This design comes from an exercise in tuning for small area, a short achievable clock period and few clock cycles per item on the open sky130 flow, not from production work.
In this exercise RTL edits were held to simulation tests only and were not proved equivalent to the original.
Power and IR drop assume default switching activity.

==> flow/design.v, too long to show whole: its modules and the start of the top module <==
// module f32_mult: 1462 lines
// module f32_mult_fa: 7 lines
module f32_mult (
  input logic clk, rst_n,
  input logic [31:0] a, b,
  input logic start,
  output logic done,
  output logic [31:0] p
);
  // ...
==> flow/flow/run.sh <==
#!/bin/bash
# The standard layout, with the input/output port buffers made from plain
# buf cells (buffer_ports otherwise picks a slow delay cell for them).
set -euo pipefail
bash standard.sh "BUFFER_PORTS_ARGS=-buffer_cell sky130_fd_sc_hd__buf_4" finish > standard_flow.log 2>&1
==> flow/standard.sh <==
#!/bin/bash
# synth_recipe.tcl (not shown) runs the flow's synth.tcl, then flattens the netlist and writes it again
# the make line also repeats each setting of config.mk as NAME=value (left out here)
make -C /OpenROAD-flow-scripts/flow DESIGN_CONFIG=/design/flow/config.mk WORK_HOME=/design/flow/orfs CLKGATE_MAP_FILE= SYNTH_SCRIPT=/design/flow/synth_recipe.tcl "${@:-finish}"
==> flow/config.mk <==
export PLATFORM = sky130hd
export DESIGN_NAME = f32_mult
export DESIGN_NICKNAME = f32_mult
export VERILOG_FILES = /design/flow/design.v
export SDC_FILE = /design/flow/constraint.sdc
export NUM_CORES = 4
export LEC_CHECK = 0
export ABC_AREA = 1
export CAP_MARGIN = 20
export CORE_MARGIN = 2
export CORE_UTILIZATION = 40
export PLACE_DENSITY = 0.75
export SETUP_SLACK_MARGIN = 4.0
export SLEW_MARGIN = 20
export SYNTH_HIERARCHICAL = 1
export SYNTH_MINIMUM_KEEP_SIZE = 0
==> flow/constraint.sdc <==
create_clock -name core_clock -period 12.0 [get_ports {clk}]
set_input_delay 2.4000 -clock core_clock [delete_from_list [all_inputs] [get_ports {clk}]]
set_output_delay 2.4000 -clock core_clock [all_outputs]
set_load 0.01 [all_outputs]
==> results.cfg, run 1 <==
[run_status]
status = no timing/DRC/antenna violations

[final_layout]
layout_common_cells = nand2_1 (797), xor2_1 (290), o22ai_1 (280), fa_1 (262), inv_1 (241)
n_antenna_cell = 1
layout_commonest_cell = nand2_1
largest_reg_flops = 48
regArea_um2 = 3110

[yosys]
ys_ff_latch = 155
synth_edf_count = 0
synth_top_area_frac = 0.224
synthTopCellsByCount = nand2_1 (798), xor2_1 (290), o22ai_1 (280)
synth_area_per_cell_um2 = 7.29
synth_cell_types = 53

[pwr]
ir_drop_uv = 145
switching_share = 0.533

[global_routing]
grtUsageMet3 = 0.0883
grt_pass1_wl_um = 129000
use_met2 = 0.435
antenna_found_initial = 1

[sta]
fin_setup_tns_ns = 0
hold_violations = 0

[cts]
cts_root_buf = clkbuf_16
clockBufferDepth = 2

[placement]
io_buffers = 99
place_congestion = 1.03

[worst_setup_path]
startpoint = p_q[8]
start_kind = register
slowest_delay_ns = 0.33
cp_common_cell = nand2_1

[detailed_routing]
route.detailed.drc = 0
vias = 23400
wl_per_cell_um = 21.3

[floorplanning]
num_rows = 88
die_x_um = 246
ios = 100
Testbench counts, summed over its fixed seeds: cycles 12,000, ops 12,000.
==> run 2, diff against run 1 <==
--- a/flow/design.v
+++ b/flow/design.v
@@ -847,35 +847,42 @@
     sh = 6'd63;
   else
     sh = c_sh[5:0];
 end
 logic [3:0] d0, d1, d2;
 assign d0 = 4'b1 << sh[1:0];
 assign d1 = 4'b1 << sh[3:2];
 assign d2 = 4'b1 << sh[5:4];
-logic [47:0] gr, pr;
-assign gr = rx & ry;
-assign pr = rx ^ ry;
+logic [15:0] s_lo;
+logic c_lo;
+logic [47:16] gr, pr;
+assign {c_lo, s_lo} = {1'b0, rx[15:0]} + {1'b0, ry[15:0]};
+assign gr = rx[47:16] & ry[47:16];
+assign pr = rx[47:16] ^ ry[47:16];
 logic sp_nan, sp_inf, sp_zero;
 logic [21:0] sp_pay;
 assign sp_nan  = a_nan | b_nan | ((a_inf | b_inf) & (a_zero | b_zero));
 assign sp_pay  = a_nan ? a[21:0] : b_nan ? b[21:0] : 22'h0;
 assign sp_inf  = a_inf | b_inf;
 assign sp_zero = a_zero | b_zero | (a_den & b_den);
-logic [47:0] g_q, p_q;
+logic [47:16] g_q, p_q;
+logic [15:0] s_lo_q;
+logic c_lo_q;
 logic [5:0] sh_q, tz_q;
 logic [3:0] d0_q, d1_q, d2_q;
 logic [8:0] e_base_q;
 logic nr_q;
 logic s_q, sp_nan_q, sp_inf_q, sp_zero_q;
 logic [21:0] sp_pay_q;
 always_ff @(posedge clk) begin
   g_q <= gr;
   p_q <= pr;
+  s_lo_q <= s_lo;
+  c_lo_q <= c_lo;
   sh_q <= sh;
   d0_q <= d0;
   d1_q <= d1;
   d2_q <= d2;
   e_base_q <= e_base;
   nr_q <= nr;
   tz_q <= tz;
   s_q <= s_r;
@@ -883,505 +890,32 @@
   sp_inf_q <= sp_inf;
   sp_zero_q <= sp_zero;
   sp_pay_q <= sp_pay;
 end
 logic st0, st1;
 assign st1 = {1'b0, tz_q} < {1'b0, sh_q};
 assign st0 = {1'b0, tz_q} + 7'd1 < {1'b0, sh_q};
 logic [47:0] prod;
-  logic [48:0] sum;
-  logic [48:0] g0, p0;
-  assign g0 = {g_q, 1'b0};
-  assign p0 = {p_q, 1'b0};
-  logic cg0, cp0;
-  assign cg0 = g0[1] | (p0[1] & g0[0]);
-  assign cp0 = p0[1] & p0[0];
-  logic cg1, cp1;
-  assign cg1 = g0[3] | (p0[3] & g0[2]);
-  assign cp1 = p0[3] & p0[2];
-  logic cg2, cp2;
-  assign cg2 = g0[5] | (p0[5] & g0[4]);
-  assign cp2 = p0[5] & p0[4];
-  logic cg3, cp3;
-  assign cg3 = g0[7] | (p0[7] & g0[6]);
-  assign cp3 = p0[7] & p0[6];
-  logic cg4, cp4;
-  assign cg4 = g0[9] | (p0[9] & g0[8]);
-  assign cp4 = p0[9] & p0[8];
-  logic cg5, cp5;
-  assign cg5 = g0[11] | (p0[11] & g0[10]);
-  assign cp5 = p0[11] & p0[10];
-  logic cg6, cp6;
-  assign cg6 = g0[13] | (p0[13] & g0[12]);
-  assign cp6 = p0[13] & p0[12];
-  logic cg7, cp7;
-  assign cg7 = g0[15] | (p0[15] & g0[14]);
-  assign cp7 = p0[15] & p0[14];
-  logic cg8, cp8;
-  assign cg8 = g0[2] | (p0[2] & cg0);
-  assign cp8 = p0[2] & cp0;
-  logic cg9, cp9;
-  assign cg9 = cg1 | (cp1 & cg0);
-  assign cp9 = cp1 & cp0;
-  logic cg10, cp10;
-  assign cg10 = g0[6] | (p0[6] & cg2);
-  assign cp10 = p0[6] & cp2;
-  logic cg11, cp11;
-  assign cg11 = cg3 | (cp3 & cg2);
-  assign cp11 = cp3 & cp2;
-  logic cg12, cp12;
-  assign cg12 = g0[10] | (p0[10] & cg4);
-  assign cp12 = p0[10] & cp4;
-  logic cg13, cp13;
-  assign cg13 = cg5 | (cp5 & cg4);
-  assign cp13 = cp5 & cp4;
-  logic cg14, cp14;
-  assign cg14 = g0[14] | (p0[14] & cg6);
-  assign cp14 = p0[14] & cp6;
-  logic cg15, cp15;
-  assign cg15 = cg7 | (cp7 & cg6);
-  assign cp15 = cp7 & cp6;
-  logic cg16, cp16;
-  assign cg16 = g0[4] | (p0[4] & cg9);
-  assign cp16 = p0[4] & cp9;
-  logic cg17, cp17;
-  assign cg17 = cg2 | (cp2 & cg9);
-  assign cp17 = cp2 & cp9;
-  logic cg18, cp18;
-  assign cg18 = cg10 | (cp10 & cg9);
-  assign cp18 = cp10 & cp9;
-  logic cg19, cp19;
-  assign cg19 = cg11 | (cp11 & cg9);
-  assign cp19 = cp11 & cp9;
-  logic cg20, cp20;
-  assign cg20 = g0[12] | (p0[12] & cg13);
-  assign cp20 = p0[12] & cp13;
-  logic cg21, cp21;
-  assign cg21 = cg6 | (cp6 & cg13);
-  assign cp21 = cp6 & cp13;
-  logic cg22, cp22;
-  assign cg22 = cg14 | (cp14 & cg13);
-  assign cp22 = cp14 & cp13;
-  logic cg23, cp23;
-  assign cg23 = cg15 | (cp15 & cg13);
-  assign cp23 = cp15 & cp13;
-  logic cg24, cp24;
-  assign cg24 = g0[8] | (p0[8] & cg19);
-  assign cp24 = p0[8] & cp19;
-  logic cg25, cp25;
-  assign cg25 = cg4 | (cp4 & cg19);
-  assign cp25 = cp4 & cp19;
-  logic cg26, cp26;
-  assign cg26 = cg12 | (cp12 & cg19);
-  assign cp26 = cp12 & cp19;
-  logic cg27, cp27;
-  assign cg27 = cg13 | (cp13 & cg19);
-  assign cp27 = cp13 & cp19;
-  logic cg28, cp28;
-  assign cg28 = cg20 | (cp20 & cg19);
-  assign cp28 = cp20 & cp19;
-  logic cg29, cp29;
-  assign cg29 = cg21 | (cp21 & cg19);
-  assign cp29 = cp21 & cp19;
-  logic cg30, cp30;
-  assign cg30 = cg22 | (cp22 & cg19);
-  assign cp30 = cp22 & cp19;
-  logic cg31, cp31;
-  assign cg31 = cg23 | (cp23 & cg19);
-  assign cp31 = cp23 & cp19;
-  logic cg32, cp32;
-  assign cg32 = g0[16] | (p0[16] & cg31);
-  assign cp32 = p0[16] & cp31;
-  logic cg33, cp33;
-  assign cg33 = g0[18] | (p0[18] & g0[17]);
-  assign cp33 = p0[18] & p0[17];
-  logic cg34, cp34;
-  assign cg34 = g0[20] | (p0[20] & g0[19]);
-  assign cp34 = p0[20] & p0[19];
-  logic cg35, cp35;
-  assign cg35 = g0[22] | (p0[22] & g0[21]);
-  assign cp35 = p0[22] & p0[21];
-  logic cg36, cp36;
-  assign cg36 = g0[24] | (p0[24] & g0[23]);
-  assign cp36 = p0[24] & p0[23];
-  logic cg37, cp37;
-  assign cg37 = g0[26] | (p0[26] & g0[25]);
-  assign cp37 = p0[26] & p0[25];
-  logic cg38, cp38;
-  assign cg38 = g0[28] | (p0[28] & g0[27]);
-  assign cp38 = p0[28] & p0[27];
-  logic cg39, cp39;
-  assign cg39 = g0[30] | (p0[30] & g0[29]);
-  assign cp39 = p0[30] & p0[29];
-  logic cg40, cp40;
-  assign cg40 = g0[32] | (p0[32] & g0[31]);
-  assign cp40 = p0[32] & p0[31];
-  logic cg41, cp41;
-  assign cg41 = g0[34] | (p0[34] & g0[33]);
-  assign cp41 = p0[34] & p0[33];
-  logic cg42, cp42;
-  assign cg42 = g0[36] | (p0[36] & g0[35]);
-  assign cp42 = p0[36] & p0[35];
-  logic cg43, cp43;
-  assign cg43 = g0[38] | (p0[38] & g0[37]);
-  assign cp43 = p0[38] & p0[37];
-  logic cg44, cp44;
-  assign cg44 = g0[40] | (p0[40] & g0[39]);
-  assign cp44 = p0[40] & p0[39];
-  logic cg45, cp45;
-  assign cg45 = g0[42] | (p0[42] & g0[41]);
-  assign cp45 = p0[42] & p0[41];
-  logic cg46, cp46;
-  assign cg46 = g0[44] | (p0[44] & g0[43]);
-  assign cp46 = p0[44] & p0[43];
-  logic cg47, cp47;
-  assign cg47 = g0[46] | (p0[46] & g0[45]);
-  assign cp47 = p0[46] & p0[45];
-  logic cg48, cp48;
-  assign cg48 = g0[48] | (p0[48] & g0[47]);
-  assign cp48 = p0[48] & p0[47];
-  logic cg49, cp49;
-  assign cg49 = g0[19] | (p0[19] & cg33);
-  assign cp49 = p0[19] & cp33;
-  logic cg50, cp50;
-  assign cg50 = cg34 | (cp34 & cg33);
-  assign cp50 = cp34 & cp33;
-  logic cg51, cp51;
-  assign cg51 = g0[23] | (p0[23] & cg35);
-  assign cp51 = p0[23] & cp35;
-  logic cg52, cp52;
-  assign cg52 = cg36 | (cp36 & cg35);
-  assign cp52 = cp36 & cp35;
-  logic cg53, cp53;
-  assign cg53 = g0[27] | (p0[27] & cg37);
-  assign cp53 = p0[27] & cp37;
-  logic cg54, cp54;
-  assign cg54 = cg38 | (cp38 & cg37);
-  assign cp54 = cp38 & cp37;
-  logic cg55, cp55;
-  assign cg55 = g0[31] | (p0[31] & cg39);
-  assign cp55 = p0[31] & cp39;
-  logic cg56, cp56;
-  assign cg56 = cg40 | (cp40 & cg39);
-  assign cp56 = cp40 & cp39;
-  logic cg57, cp57;
-  assign cg57 = g0[35] | (p0[35] & cg41);
-  assign cp57 = p0[35] & cp41;
-  logic cg58, cp58;
-  assign cg58 = cg42 | (cp42 & cg41);
-  assign cp58 = cp42 & cp41;
-  logic cg59, cp59;
-  assign cg59 = g0[39] | (p0[39] & cg43);
-  assign cp59 = p0[39] & cp43;
-  logic cg60, cp60;
-  assign cg60 = cg44 | (cp44 & cg43);
-  assign cp60 = cp44 & cp43;
-  logic cg61, cp61;
-  assign cg61 = g0[43] | (p0[43] & cg45);
-  assign cp61 = p0[43] & cp45;
-  logic cg62, cp62;
-  assign cg62 = cg46 | (cp46 & cg45);
-  assign cp62 = cp46 & cp45;
-  logic cg63, cp63;
-  assign cg63 = g0[47] | (p0[47] & cg47);
-  assign cp63 = p0[47] & cp47;
-  logic cg64, cp64;
-  assign cg64 = cg48 | (cp48 & cg47);
-  assign cp64 = cp48 & cp47;
-  logic cg65, cp65;
-  assign cg65 = g0[21] | (p0[21] & cg50);
-  assign cp65 = p0[21] & cp50;
-  logic cg66, cp66;
-  assign cg66 = cg35 | (cp35 & cg50);
-  assign cp66 = cp35 & cp50;
-  logic cg67, cp67;
-  assign cg67 = cg51 | (cp51 & cg50);
-  assign cp67 = cp51 & cp50;
-  logic cg68, cp68;
-  assign cg68 = cg52 | (cp52 & cg50);
-  assign cp68 = cp52 & cp50;
-  logic cg69, cp69;
-  assign cg69 = g0[29] | (p0[29] & cg54);
-  assign cp69 = p0[29] & cp54;
-  logic cg70, cp70;
-  assign cg70 = cg39 | (cp39 & cg54);
-  assign cp70 = cp39 & cp54;
-  logic cg71, cp71;
-  assign cg71 = cg55 | (cp55 & cg54);
-  assign cp71 = cp55 & cp54;
-  logic cg72, cp72;
-  assign cg72 = cg56 | (cp56 & cg54);
-  assign cp72 = cp56 & cp54;
-  logic cg73, cp73;
-  assign cg73 = g0[37] | (p0[37] & cg58);
-  assign cp73 = p0[37] & cp58;
-  logic cg74, cp74;
-  assign cg74 = cg43 | (cp43 & cg58);
-  assign cp74 = cp43 & cp58;
-  logic cg75, cp75;
-  assign cg75 = cg59 | (cp59 & cg58);
-  assign cp75 = cp59 & cp58;
-  logic cg76, cp76;
-  assign cg76 = cg60 | (cp60 & cg58);
-  assign cp76 = cp60 & cp58;
-  logic cg77, cp77;
-  assign cg77 = g0[45] | (p0[45] & cg62);
-  assign cp77 = p0[45] & cp62;
-  logic cg78, cp78;
-  assign cg78 = cg47 | (cp47 & cg62);
-  assign cp78 = cp47 & cp62;
-  logic cg79, cp79;
-  assign cg79 = cg63 | (cp63 & cg62);
-  assign cp79 = cp63 & cp62;
-  logic cg80, cp80;
-  assign cg80 = cg64 | (cp64 & cg62);
-  assign cp80 = cp64 & cp62;
-  logic cg81, cp81;
-  assign cg81 = g0[25] | (p0[25] & cg68);
-  assign cp81 = p0[25] & cp68;
-  logic cg82, cp82;
-  assign cg82 = cg37 | (cp37 & cg68);
-  assign cp82 = cp37 & cp68;
-  logic cg83, cp83;
-  assign cg83 = cg53 | (cp53 & cg68);
-  assign cp83 = cp53 & cp68;
-  logic cg84, cp84;
-  assign cg84 = cg54 | (cp54 & cg68);
-  assign cp84 = cp54 & cp68;
-  logic cg85, cp85;
-  assign cg85 = cg69 | (cp69 & cg68);
-  assign cp85 = cp69 & cp68;
-  logic cg86, cp86;
-  assign cg86 = cg70 | (cp70 & cg68);
-  assign cp86 = cp70 & cp68;
-  logic cg87, cp87;
-  assign cg87 = cg71 | (cp71 & cg68);
-  assign cp87 = cp71 & cp68;
-  logic cg88, cp88;
-  assign cg88 = cg72 | (cp72 & cg68);
-  assign cp88 = cp72 & cp68;
-  logic cg89, cp89;
-  assign cg89 = g0[41] | (p0[41] & cg76);
-  assign cp89 = p0[41] & cp76;
-  logic cg90, cp90;
-  assign cg90 = cg45 | (cp45 & cg76);
-  assign cp90 = cp45 & cp76;
-  logic cg91, cp91;
-  assign cg91 = cg61 | (cp61 & cg76);
-  assign cp91 = cp61 & cp76;
-  logic cg92, cp92;
-  assign cg92 = cg62 | (cp62 & cg76);
-  assign cp92 = cp62 & cp76;
-  logic cg93, cp93;
-  assign cg93 = cg77 | (cp77 & cg76);
-  assign cp93 = cp77 & cp76;
-  logic cg94, cp94;
-  assign cg94 = cg78 | (cp78 & cg76);
-  assign cp94 = cp78 & cp76;
-  logic cg95, cp95;
-  assign cg95 = cg79 | (cp79 & cg76);
-  assign cp95 = cp79 & cp76;
-  logic cg96, cp96;
-  assign cg96 = cg80 | (cp80 & cg76);
-  assign cp96 = cp80 & cp76;
-  logic cg97, cp97;
-  assign cg97 = g0[33] | (p0[33] & cg88);
-  assign cp97 = p0[33] & cp88;
-  logic cg98, cp98;
-  assign cg98 = cg41 | (cp41 & cg88);
-  assign cp98 = cp41 & cp88;
-  logic cg99, cp99;
-  assign cg99 = cg57 | (cp57 & cg88);
-  assign cp99 = cp57 & cp88;
-  logic cg100, cp100;
-  assign cg100 = cg58 | (cp58 & cg88);
-  assign cp100 = cp58 & cp88;
-  logic cg101, cp101;
-  assign cg101 = cg73 | (cp73 & cg88);
-  assign cp101 = cp73 & cp88;
-  logic cg102, cp102;
-  assign cg102 = cg74 | (cp74 & cg88);
-  assign cp102 = cp74 & cp88;
-  logic cg103, cp103;
-  assign cg103 = cg75 | (cp75 & cg88);
-  assign cp103 = cp75 & cp88;
-  logic cg104, cp104;
-  assign cg104 = cg76 | (cp76 & cg88);
-  assign cp104 = cp76 & cp88;
-  logic cg105, cp105;
-  assign cg105 = cg89 | (cp89 & cg88);
-  assign cp105 = cp89 & cp88;
-  logic cg106, cp106;
-  assign cg106 = cg90 | (cp90 & cg88);
-  assign cp106 = cp90 & cp88;
-  logic cg107, cp107;
-  assign cg107 = cg91 | (cp91 & cg88);
-  assign cp107 = cp91 & cp88;
-  logic cg108, cp108;
-  assign cg108 = cg92 | (cp92 & cg88);
-  assign cp108 = cp92 & cp88;
-  logic cg109, cp109;
-  assign cg109 = cg93 | (cp93 & cg88);
-  assign cp109 = cp93 & cp88;
-  logic cg110, cp110;
-  assign cg110 = cg94 | (cp94 & cg88);
-  assign cp110 = cp94 & cp88;
-  logic cg111, cp111;
-  assign cg111 = cg95 | (cp95 & cg88);
-  assign cp111 = cp95 & cp88;
-  logic cg112, cp112;
-  assign cg112 = cg96 | (cp96 & cg88);
-  assign cp112 = cp96 & cp88;
-  logic cg113, cp113;
-  assign cg113 = g0[17] | (p0[17] & cg32);
-  assign cp113 = p0[17] & cp32;
-  logic cg114, cp114;
-  assign cg114 = cg33 | (cp33 & cg32);
-  assign cp114 = cp33 & cp32;
-  logic cg115, cp115;
-  assign cg115 = cg49 | (cp49 & cg32);
-  assign cp115 = cp49 & cp32;
-  logic cg116, cp116;
-  assign cg116 = cg50 | (cp50 & cg32);
-  assign cp116 = cp50 & cp32;
-  logic cg117, cp117;
-  assign cg117 = cg65 | (cp65 & cg32);
-  assign cp117 = cp65 & cp32;
-  logic cg118, cp118;
-  assign cg118 = cg66 | (cp66 & cg32);
-  assign cp118 = cp66 & cp32;
-  logic cg119, cp119;
-  assign cg119 = cg67 | (cp67 & cg32);
-  assign cp119 = cp67 & cp32;
-  logic cg120, cp120;
-  assign cg120 = cg68 | (cp68 & cg32);
-  assign cp120 = cp68 & cp32;
-  logic cg121, cp121;
-  assign cg121 = cg81 | (cp81 & cg32);
-  assign cp121 = cp81 & cp32;
-  logic cg122, cp122;
-  assign cg122 = cg82 | (cp82 & cg32);
-  assign cp122 = cp82 & cp32;
-  logic cg123, cp123;
-  assign cg123 = cg83 | (cp83 & cg32);
-  assign cp123 = cp83 & cp32;
-  logic cg124, cp124;
-  assign cg124 = cg84 | (cp84 & cg32);
-  assign cp124 = cp84 & cp32;
-  logic cg125, cp125;
-  assign cg125 = cg85 | (cp85 & cg32);
-  assign cp125 = cp85 & cp32;
-  logic cg126, cp126;
-  assign cg126 = cg86 | (cp86 & cg32);
-  assign cp126 = cp86 & cp32;
-  logic cg127, cp127;
-  assign cg127 = cg87 | (cp87 & cg32);
-  assign cp127 = cp87 & cp32;
-  logic cg128, cp128;
-  assign cg128 = cg88 | (cp88 & cg32);
-  assign cp128 = cp88 & cp32;
-  logic cg129, cp129;
-  assign cg129 = cg97 | (cp97 & cg32);
-  assign cp129 = cp97 & cp32;
-  logic cg130, cp130;
-  assign cg130 = cg98 | (cp98 & cg32);
-  assign cp130 = cp98 & cp32;
-  logic cg131, cp131;
-  assign cg131 = cg99 | (cp99 & cg32);
-  assign cp131 = cp99 & cp32;
-  logic cg132, cp132;
-  assign cg132 = cg100 | (cp100 & cg32);
-  assign cp132 = cp100 & cp32;
-  logic cg133, cp133;
-  assign cg133 = cg101 | (cp101 & cg32);
-  assign cp133 = cp101 & cp32;
-  logic cg134, cp134;
-  assign cg134 = cg102 | (cp102 & cg32);
-  assign cp134 = cp102 & cp32;
-  logic cg135, cp135;
-  assign cg135 = cg103 | (cp103 & cg32);
-  assign cp135 = cp103 & cp32;
-  logic cg136, cp136;
-  assign cg136 = cg104 | (cp104 & cg32);
-  assign cp136 = cp104 & cp32;
-  logic cg137, cp137;
-  assign cg137 = cg105 | (cp105 & cg32);
-  assign cp137 = cp105 & cp32;
-  logic cg138, cp138;
-  assign cg138 = cg106 | (cp106 & cg32);
-  assign cp138 = cp106 & cp32;
-  logic cg139, cp139;
-  assign cg139 = cg107 | (cp107 & cg32);
-  assign cp139 = cp107 & cp32;
-  logic cg140, cp140;
-  assign cg140 = cg108 | (cp108 & cg32);
-  assign cp140 = cp108 & cp32;
-  logic cg141, cp141;
-  assign cg141 = cg109 | (cp109 & cg32);
-  assign cp141 = cp109 & cp32;
-  logic cg142, cp142;
-  assign cg142 = cg110 | (cp110 & cg32);
-  assign cp142 = cp110 & cp32;
-  logic cg143, cp143;
-  assign cg143 = cg111 | (cp111 & cg32);
-  assign cp143 = cp111 & cp32;
-  logic cg144, cp144;
-  assign cg144 = cg112 | (cp112 & cg32);
-  assign cp144 = cp112 & cp32;
-  assign sum[0] = p0[0];
-  assign sum[1] = p0[1] ^ g0[0];
-  assign sum[2] = p0[2] ^ cg0;
-  assign sum[3] = p0[3] ^ cg8;
-  assign sum[4] = p0[4] ^ cg9;
-  assign sum[5] = p0[5] ^ cg16;
-  assign sum[6] = p0[6] ^ cg17;
-  assign sum[7] = p0[7] ^ cg18;
-  assign sum[8] = p0[8] ^ cg19;
-  assign sum[9] = p0[9] ^ cg24;
-  assign sum[10] = p0[10] ^ cg25;
-  assign sum[11] = p0[11] ^ cg26;
-  assign sum[12] = p0[12] ^ cg27;
-  assign sum[13] = p0[13] ^ cg28;
-  assign sum[14] = p0[14] ^ cg29;
-  assign sum[15] = p0[15] ^ cg30;
-  assign sum[16] = p0[16] ^ cg31;
-  assign sum[17] = p0[17] ^ cg32;
-  assign sum[18] = p0[18] ^ cg113;
-  assign sum[19] = p0[19] ^ cg114;
-  assign sum[20] = p0[20] ^ cg115;
-  assign sum[21] = p0[21] ^ cg116;
-  assign sum[22] = p0[22] ^ cg117;
-  assign sum[23] = p0[23] ^ cg118;
-  assign sum[24] = p0[24] ^ cg119;
-  assign sum[25] = p0[25] ^ cg120;
-  assign sum[26] = p0[26] ^ cg121;
-  assign sum[27] = p0[27] ^ cg122;
-  assign sum[28] = p0[28] ^ cg123;
-  assign sum[29] = p0[29] ^ cg124;
-  assign sum[30] = p0[30] ^ cg125;
-  assign sum[31] = p0[31] ^ cg126;
-  assign sum[32] = p0[32] ^ cg127;
-  assign sum[33] = p0[33] ^ cg128;
-  assign sum[34] = p0[34] ^ cg129;
-  assign sum[35] = p0[35] ^ cg130;
-  assign sum[36] = p0[36] ^ cg131;
-  assign sum[37] = p0[37] ^ cg132;
-  assign sum[38] = p0[38] ^ cg133;
-  assign sum[39] = p0[39] ^ cg134;
-  assign sum[40] = p0[40] ^ cg135;
-  assign sum[41] = p0[41] ^ cg136;
-  assign sum[42] = p0[42] ^ cg137;
-  assign sum[43] = p0[43] ^ cg138;
-  assign sum[44] = p0[44] ^ cg139;
-  assign sum[45] = p0[45] ^ cg140;
-  assign sum[46] = p0[46] ^ cg141;
-  assign sum[47] = p0[47] ^ cg142;
-  assign sum[48] = p0[48] ^ cg143;
-  assign prod = sum[48:1];
+logic [32:0] hg [0:6];
+logic [32:0] hp [0:6];
+always_comb begin
+  hg[0] = {g_q, c_lo_q};
+  hp[0] = {p_q, 1'b0};
+  for (int l = 0; l < 6; l++)
+    for (int i = 0; i < 33; i++)
+      if ((i >> l) & 1) begin
+        hg[l + 1][i] = hg[l][i] | (hp[l][i] & hg[l][((i >> l) << l) - 1]);
+        hp[l + 1][i] = hp[l][i] & hp[l][((i >> l) << l) - 1];
+      end else begin
+        hg[l + 1][i] = hg[l][i];
+        hp[l + 1][i] = hp[l][i];
+      end
+end
+assign prod = {p_q ^ hg[6][31:0], s_lo_q};
 logic [25:0] win;
 logic top;
 logic [23:0] mant;
 logic guard, sticky, round_up;
 logic [8:0] e1, e2;
 logic [8:0] e_pre;
 logic ovf;
 logic [30:0] rounded;
==> run 2 against run 1 <==
Effect of this change: critical path depth decreased by 2; global-route usage decreased by 0.88 points; count of clock-buffer cells in the layout decreased by 1; wire length decreased by 4.8%; total power increased by 3.0%; clock power increased by 7.6%; via count decreased by 2.8%; synthesized cell count decreased by 1.7%; sequential share of layout area decreased by 0.96 points; final area decreased by 1.3%; first-iteration DRC count increased by 7.2%; sequential cell count decreased by 14; critical path type unchanged; largest cell class unchanged; highest routed layer is now met5.
==> results.cfg, run 2 <==
[final_layout]
top_register = p_q
drive_gt1_frac = 0.0847
fin_nets = 3576
areaGrowthSynthToFinish_pct = 7.76
final_util = 0.434
layout_commonest_cell = nand2_1
layout_common_cells = nand2_1 (784), xor2_1 (304), o22ai_1 (302), fa_1 (262), inv_1 (247)
top_regs = p_q (32), g_q (31), sp_pay_q (22)
largest_reg_flops = 32

[pwr]
pwr-share-seq = 0.127
power.switching_w = 0.00374
switching_share = 0.535
power_frac_clock = 0.079
ir_drop_uv = 178
p_int_w = 0.00326
combPwrFrac = 0.794
powerDensity_nw_per_um2 = 281
p_total_w = 0.00700
p_leak_nw = 11.7

[worst_setup_path]
crit_path_max_fanout = 52
cp_data_required_time_ns = 9.60
slowest_delay_ns = 0.60
critical_path_buf_inv_count = 3
cp_top_family = simple AND/OR/NAND/NOR gates
cp.arrival_ns = 4.97
crit_type = register to primary output
cp_common_cell = nand2_1
end_kind = primary output
start_kind = register
cp_slowest_cell = o21ai_0

[global_routing]
use_met2 = 0.415
grtUsageMet3 = 0.0640
grt_pass1_vias = 21900
grt_pass1_wl_um = 125000
gr-usage-all-layers = 0.268
antenna_found_initial = 3
grt_max_degree = 60
grt_util_met1 = 0.340
busiest_layer = met2
gr-total-overflow = 0

[sta]
slew_headroom = 0.241
min_period_ns = 7.37
slew_violations = 0
setup_viol = 0
rsz0062_at_grt = false
finalCritPeriodShare = 0.614
hold_violations = 0
fin_setup_tns_ns = 0
tightestPinTransition_ns = 1.14
fmax_mhz = 136

[floorplanning]
start_util = 0.403
coreArea_um2 = 57500
ios = 100
die_x_um = 245
num_rows = 88
die_area_um2 = 59800
die_h_um = 245

[detailed_routing]
firstDrtPassIters = 8
drt_iter0_markers = 2905
ant_nets = 0
route.detailed.drc = 0
routed_wl_um = 80400
wl_per_cell_um = 20.6
drt-vias-per-instance = 5.83
vias = 22700

[yosys]
synth_nets = 3614
syn_area_um2 = 23100
synth_cell_types = 54
synth_top_area_frac = 0.227
synth_edf_count = 0
yosysWarnings = 10
synthMostInstantiatedCell = nand2_1
yosys.area.top_type = fa_1
netlist_instances = 3154
ys_ff_latch = 141
synthArstFlopShare = 0.00709
ys.flop_type = dfxtp_1
synth_area_per_cell_um2 = 7.34
synthTopCellsByArea = fa_1 (23%), nand2_1 (13%), dfxtp_1 (12%)
synthTopCellsByCount = nand2_1 (784), xor2_1 (304), o22ai_1 (302)
synth.yosys.seq_area_share = 0.122

[cts]
cts.htree.levels = 4
clock-sinks = 141
cts_hold_buf = 0
cts_tree = yes
path_clk_slew_ns = 0.06
numCtsBuffers = 17
cts_root_buf = clkbuf_16
clockBufferDepth = 2

[placement]
hpwl_um = 59400
io_buffers = 99
place_congestion = 0.996

[min_path]
hold_class = input port to asynchronous set/reset pin

[run]
cap_violations = 0

[run_status]
status = no timing/DRC/antenna violations
-- run 2: cell types whose count changed in the layout (fill, tap and decap cells not counted), sizes merged, moves of 14 or more --
cell   delta
nor2     -45
o22ai    +22
inv      +21
o21ai    -21
dfxtp    -14
xor2     +14
-- run 2: final cells by class --
type,instances,area [µm²]
Fill cell,5805,32500
Multi-Input combinational cell,2526,18400
Sequential cell,141,2830
Inverter,291,1090
Timing Repair Buffer,139,1040
Tap cell,765,957
Clock buffer,18,439
Clock inverter,14,173
Antenna cell,1,2.50
-- run 2: power groups by stage --
stage / Sequential (W) / Combinational (W) / Clock, W
after floorplan: 0.000812 / 0.00385 / 0
after global placement: 0.000893 / 0.00522 / 0
after detailed placement: 0.000895 / 0.00539 / 0
after CTS: 0.000885 / 0.00543 / 0.000557
after global routing: 0.000907 / 0.00620 / 0.000577
final: 0.000892 / 0.00556 / 0.000552
-- run 2: cell families after synthesis --
kind of cell	Yosys count	synth area share
compound gates	534	0.138
xor+xnor	318	0.120
fa+ha+maj	393	0.297
buf+inv	487	0.0833
flops	141	0.122
simple gates	1281	0.239
-- run 2: worst max-delay path by stage --
stage | start | depth (start not counted) | end | slack (ns)
final | c_lo_q | 28 | p[18] | 4.63
after CTS | c_lo_q | 28 | p[20] | 4.39
after floorplan | b[3] | 12 | p_q[23] | 5.41
after global placement | b[5] | 12 | p_q[27] | 4.44
after detailed placement | b[5] | 12 | p_q[25] | 4.35
after global routing | c_lo_q | 28 | p[12] | 4.21
-- run 2: timing repair --
item | 4_1_cts | 5_1_grt
hold endpoints to repair | 0 | 0
buffers inserted | 0 | 0
endpoints found under the setup margin | 0 | 17
gates resized for setup | 0 | 1
-- run 2: modules after synthesis (local to each module, per instance) --
| module | area [µm²] | cells inside |
|---|---|---|
| f32_mult | 18000 | 2897 |
| f32_mult_fa | 20.0 | 1 |
-- run 2: per-layer routing --
layer,part of all wire,up-vias
met5,0.00022,-
met4,0.067,4
met3,0.11,355
met2,0.43,1466
met1,0.39,10600
li1,-,10300
-- run 2: through the flow --
stage	worst slack [ns]	cell area, µm²	hold slack (ns)	std cells
global placement	4.44	24300	2.18	3862
detailed placement	4.35	24300	2.18	3862
global route	4.21	24900	1.70	3895
floorplan	5.41	23100	2.10	3154
finish	4.63	24900	1.71	3895
CTS	4.39	24900	1.69	3894
Testbench counts of run 2, summed over its fixed seeds: cycles 12,000, ops 12,000.
==> run 3, diff against run 2 <==
--- a/flow/config.mk
+++ b/flow/config.mk
@@ -12,3 +12,3 @@
 export PLACE_DENSITY = 0.75
-export SETUP_SLACK_MARGIN = 4.0
+export SETUP_SLACK_MARGIN = 4.4
 export SLEW_MARGIN = 20
==> run 3 against run 2 <==
Effect of this change: total power grew 0.15%; critical path type is now input port to register; critical endpoint is now p_q[23]; die area is the same; largest cell class unchanged; via count shrank 0.10%; count of clock-buffer cells in the layout is the same; final area is essentially flat; critical path depth shrank 16; synthesized area is the same; cell count is essentially flat; clock power is essentially flat; still clean; non-clock buffer count is the same; hold slack gained 0.0010 ns.
==> results.cfg, run 3 <==
[detailed_routing]
wl_per_cell_um = 20.7
vias = 22700
routed_wl_um = 80600
drt-vias-per-instance = 5.82
ant_nets = 0
route.detailed.drc = 0
firstDrtPassIters = 7
drt_iter0_markers = 2930

[final_layout]
fin_nets = 3577
top_regs = p_q (32), g_q (31), sp_pay_q (22)
largest_reg_flops = 32
fin_cells = 3896
drive_gt1_frac = 0.0850
layout_common_cells = nand2_1 (784), xor2_1 (304), o22ai_1 (302), fa_1 (262), inv_1 (247)
areaGrowthSynthToFinish_pct = 7.81
top_register = p_q
layout_commonest_cell = nand2_1

[yosys]
synth_area_per_cell_um2 = 7.34
synth_top_area_frac = 0.227
synthTopCellsByArea = fa_1 (23%), nand2_1 (13%), dfxtp_1 (12%)
synthArstFlopShare = 0.00709
synth.yosys.seq_area_share = 0.122
synthMostInstantiatedCell = nand2_1
synth_edf_count = 0
yosysWarnings = 10
netlist_instances = 3154
synth_nets = 3614
syn_area_um2 = 23100
yosys.area.top_type = fa_1
ys.flop_type = dfxtp_1
ys_ff_latch = 141
synthTopCellsByCount = nand2_1 (784), xor2_1 (304), o22ai_1 (302)
synth_cell_types = 54

[worst_setup_path]
start_kind = input port
cp.arrival_ns = 7.62
crit_path_max_fanout = 30
crit_type = input port to register
cp_data_required_time_ns = 12.33
end_kind = register

[cts]
numCtsBuffers = 17
clockBufferDepth = 2
cts_hold_buf = 0
clock-sinks = 141
cts.htree.levels = 4
cts_tree = yes
path_clk_slew_ns = 0.06
cts_root_buf = clkbuf_16

[pwr]
p_int_w = 0.00327
p_leak_nw = 11.7
pwr-share-seq = 0.127
powerDensity_nw_per_um2 = 281
power.switching_w = 0.00375
power_frac_clock = 0.079
switching_share = 0.535
combPwrFrac = 0.794
ir_drop_uv = 175
p_total_w = 0.00701

[global_routing]
grt_pass1_vias = 21900
grt_max_degree = 60
gr-usage-all-layers = 0.268
grt_pass1_wl_um = 125000
gr-total-overflow = 0
antenna_found_initial = 3

[floorplanning]
num_rows = 88
die_h_um = 245
start_util = 0.403
ios = 100
die_area_um2 = 59800
coreArea_um2 = 57500
die_x_um = 245

[sta]
fmax_mhz = 137
tightestPinTransition_ns = 1.14
setup_viol = 0
rsz0062_at_grt = true
fin_setup_tns_ns = 0
hold_violations = 0
min_period_ns = 7.29
slew_headroom = 0.238
slew_violations = 0
finalCritPeriodShare = 0.607

[min_path]
hold_class = input port to asynchronous set/reset pin

[placement]
io_buffers = 99
dp.cells = 3862
hpwl_um = 59400
place_congestion = 0.996

[run]
cap_violations = 0

[run_status]
status = no timing/DRC/antenna violations
[run 3: how the worst max path moves through the flow]
stage	startpoint	to	slack (ns)
6_report	b[5]	p_q[23]	4.71
5_1_grt	c_lo_q	p[12]	4.35
4_1_cts	c_lo_q	p[18]	4.66
3_5_place_dp	b[5]	p_q[25]	4.35
3_3_place_gp	b[5]	p_q[27]	4.44
2_1_floorplan	b[3]	p_q[23]	5.41
[run 3: what timing repair did]
item	in CTS	in global routing
buffers inserted	0	0
setup endpoints to repair	2	24
gates resized for setup	1	1
gates cloned	0	1
pin swaps	0	2
[run 3: layer usage]
layer  vias up  part of all wire  global-route usage
met1     10500              0.39               0.340
met2      1494              0.43               0.415
li1      10300                 -                   -
met3       355              0.11              0.0640
met4         4             0.066               0.154
met5         -           0.00032                   0
[run 3: cells by family after synthesis]
group	count (synthesis)	share of synthesized area
simple gates	1281	0.239
xor+xnor	318	0.120
fa+ha+maj	393	0.297
flops	141	0.122
buf+inv	487	0.0833
compound gates	534	0.138
[run 3: modules after synthesis, one instance, submodules excluded]
module	cells inside	cell area, µm²	flops+latches
f32_mult	2897	18000	141
f32_mult_fa	1	20.0	0
[run 3: critical path, cell delays in order]
cell and delay [ns]:
buf_4 0.44, clkinv_1 0.48, o21ai_1 0.88, buf_4 0.36
o22ai_1 0.12, xor2_1 0.20, fa_1 0.48, fa_1 0.48
fa_1 0.47, fa_1 0.55, fa_1 0.44, ha_1 0.29
[run 3: through the flow]
stage,utilization,hold slack [ns],setup slack [ns],cell area (µm²)
5_1_grt,0.434,1.70,4.35,24900
3_5_place_dp,0.423,2.18,4.35,24300
3_3_place_gp,0.423,2.18,4.44,24300
6_report,0.434,1.71,4.71,24900
2_1_floorplan,-,2.10,5.41,23100
4_1_cts,0.434,1.69,4.66,24900
[run 3: power groups by stage]
stage | Combinational, W | Sequential [W] | Clock [W]
finish | 0.00557 | 0.000893 | 0.000551
global route | 0.00621 | 0.000907 | 0.000577
CTS | 0.00543 | 0.000885 | 0.000557
detailed placement | 0.00539 | 0.000895 | 0
global placement | 0.00522 | 0.000893 | 0
floorplan | 0.00385 | 0.000812 | 0
[run 3: final cells by class]
class,count,area [µm²]
Antenna cell,1,2.50
Clock buffer,18,439
Clock inverter,14,173
Fill cell,5806,32500
Inverter,291,1090
Multi-Input combinational cell,2527,18400
Sequential cell,141,2830
Tap cell,765,957
Timing Repair Buffer,139,1040

[port drivers added, routing unchanged]
In the flow no input, the clock included, has a driving cell. The finished layouts below were timed again as built, in two steps. Step 1: set_driving_cell puts a clkbuf_16 on clk and a buf_2 on each other input, an assumption about the parent block. Step 2 moves the port delays by t, midway between the first and last clock arrival at a register: inputs arrive t later, outputs are due t later. That takes back most of the time a late clock gives input paths. a / b / c = ideal / step 1 / step 2; a / b = the first two.
| run | shift t [ns] | slack for setup (ns) | hold WS [ns] | latest minus earliest clock arrival (ns) | slew at the worst register clock pin (ns) |
|---|---|---|---|---|---|
| run 1 | 0.505 | 4.409 / 4.347 / 4.090 | 1.709 / 1.673 / 2.178 | 0.013 / 0.012 | 0.07 / 0.07 |
| run 2 | 0.505 | 4.629 / 4.571 / 4.237 | 1.710 / 1.678 / 2.183 | 0.008 / 0.008 | 0.07 / 0.07 |
| run 3 | 0.506 | 4.713 / 4.726 / 4.243 | 1.711 / 1.678 / 2.184 | 0.010 / 0.010 | 0.07 / 0.07 |
After both steps setup and hold are still met in every run listed. For run 3, which loses most, drivers alone change the setup slack by +0.013 ns; drivers and shift together by -0.470 ns.
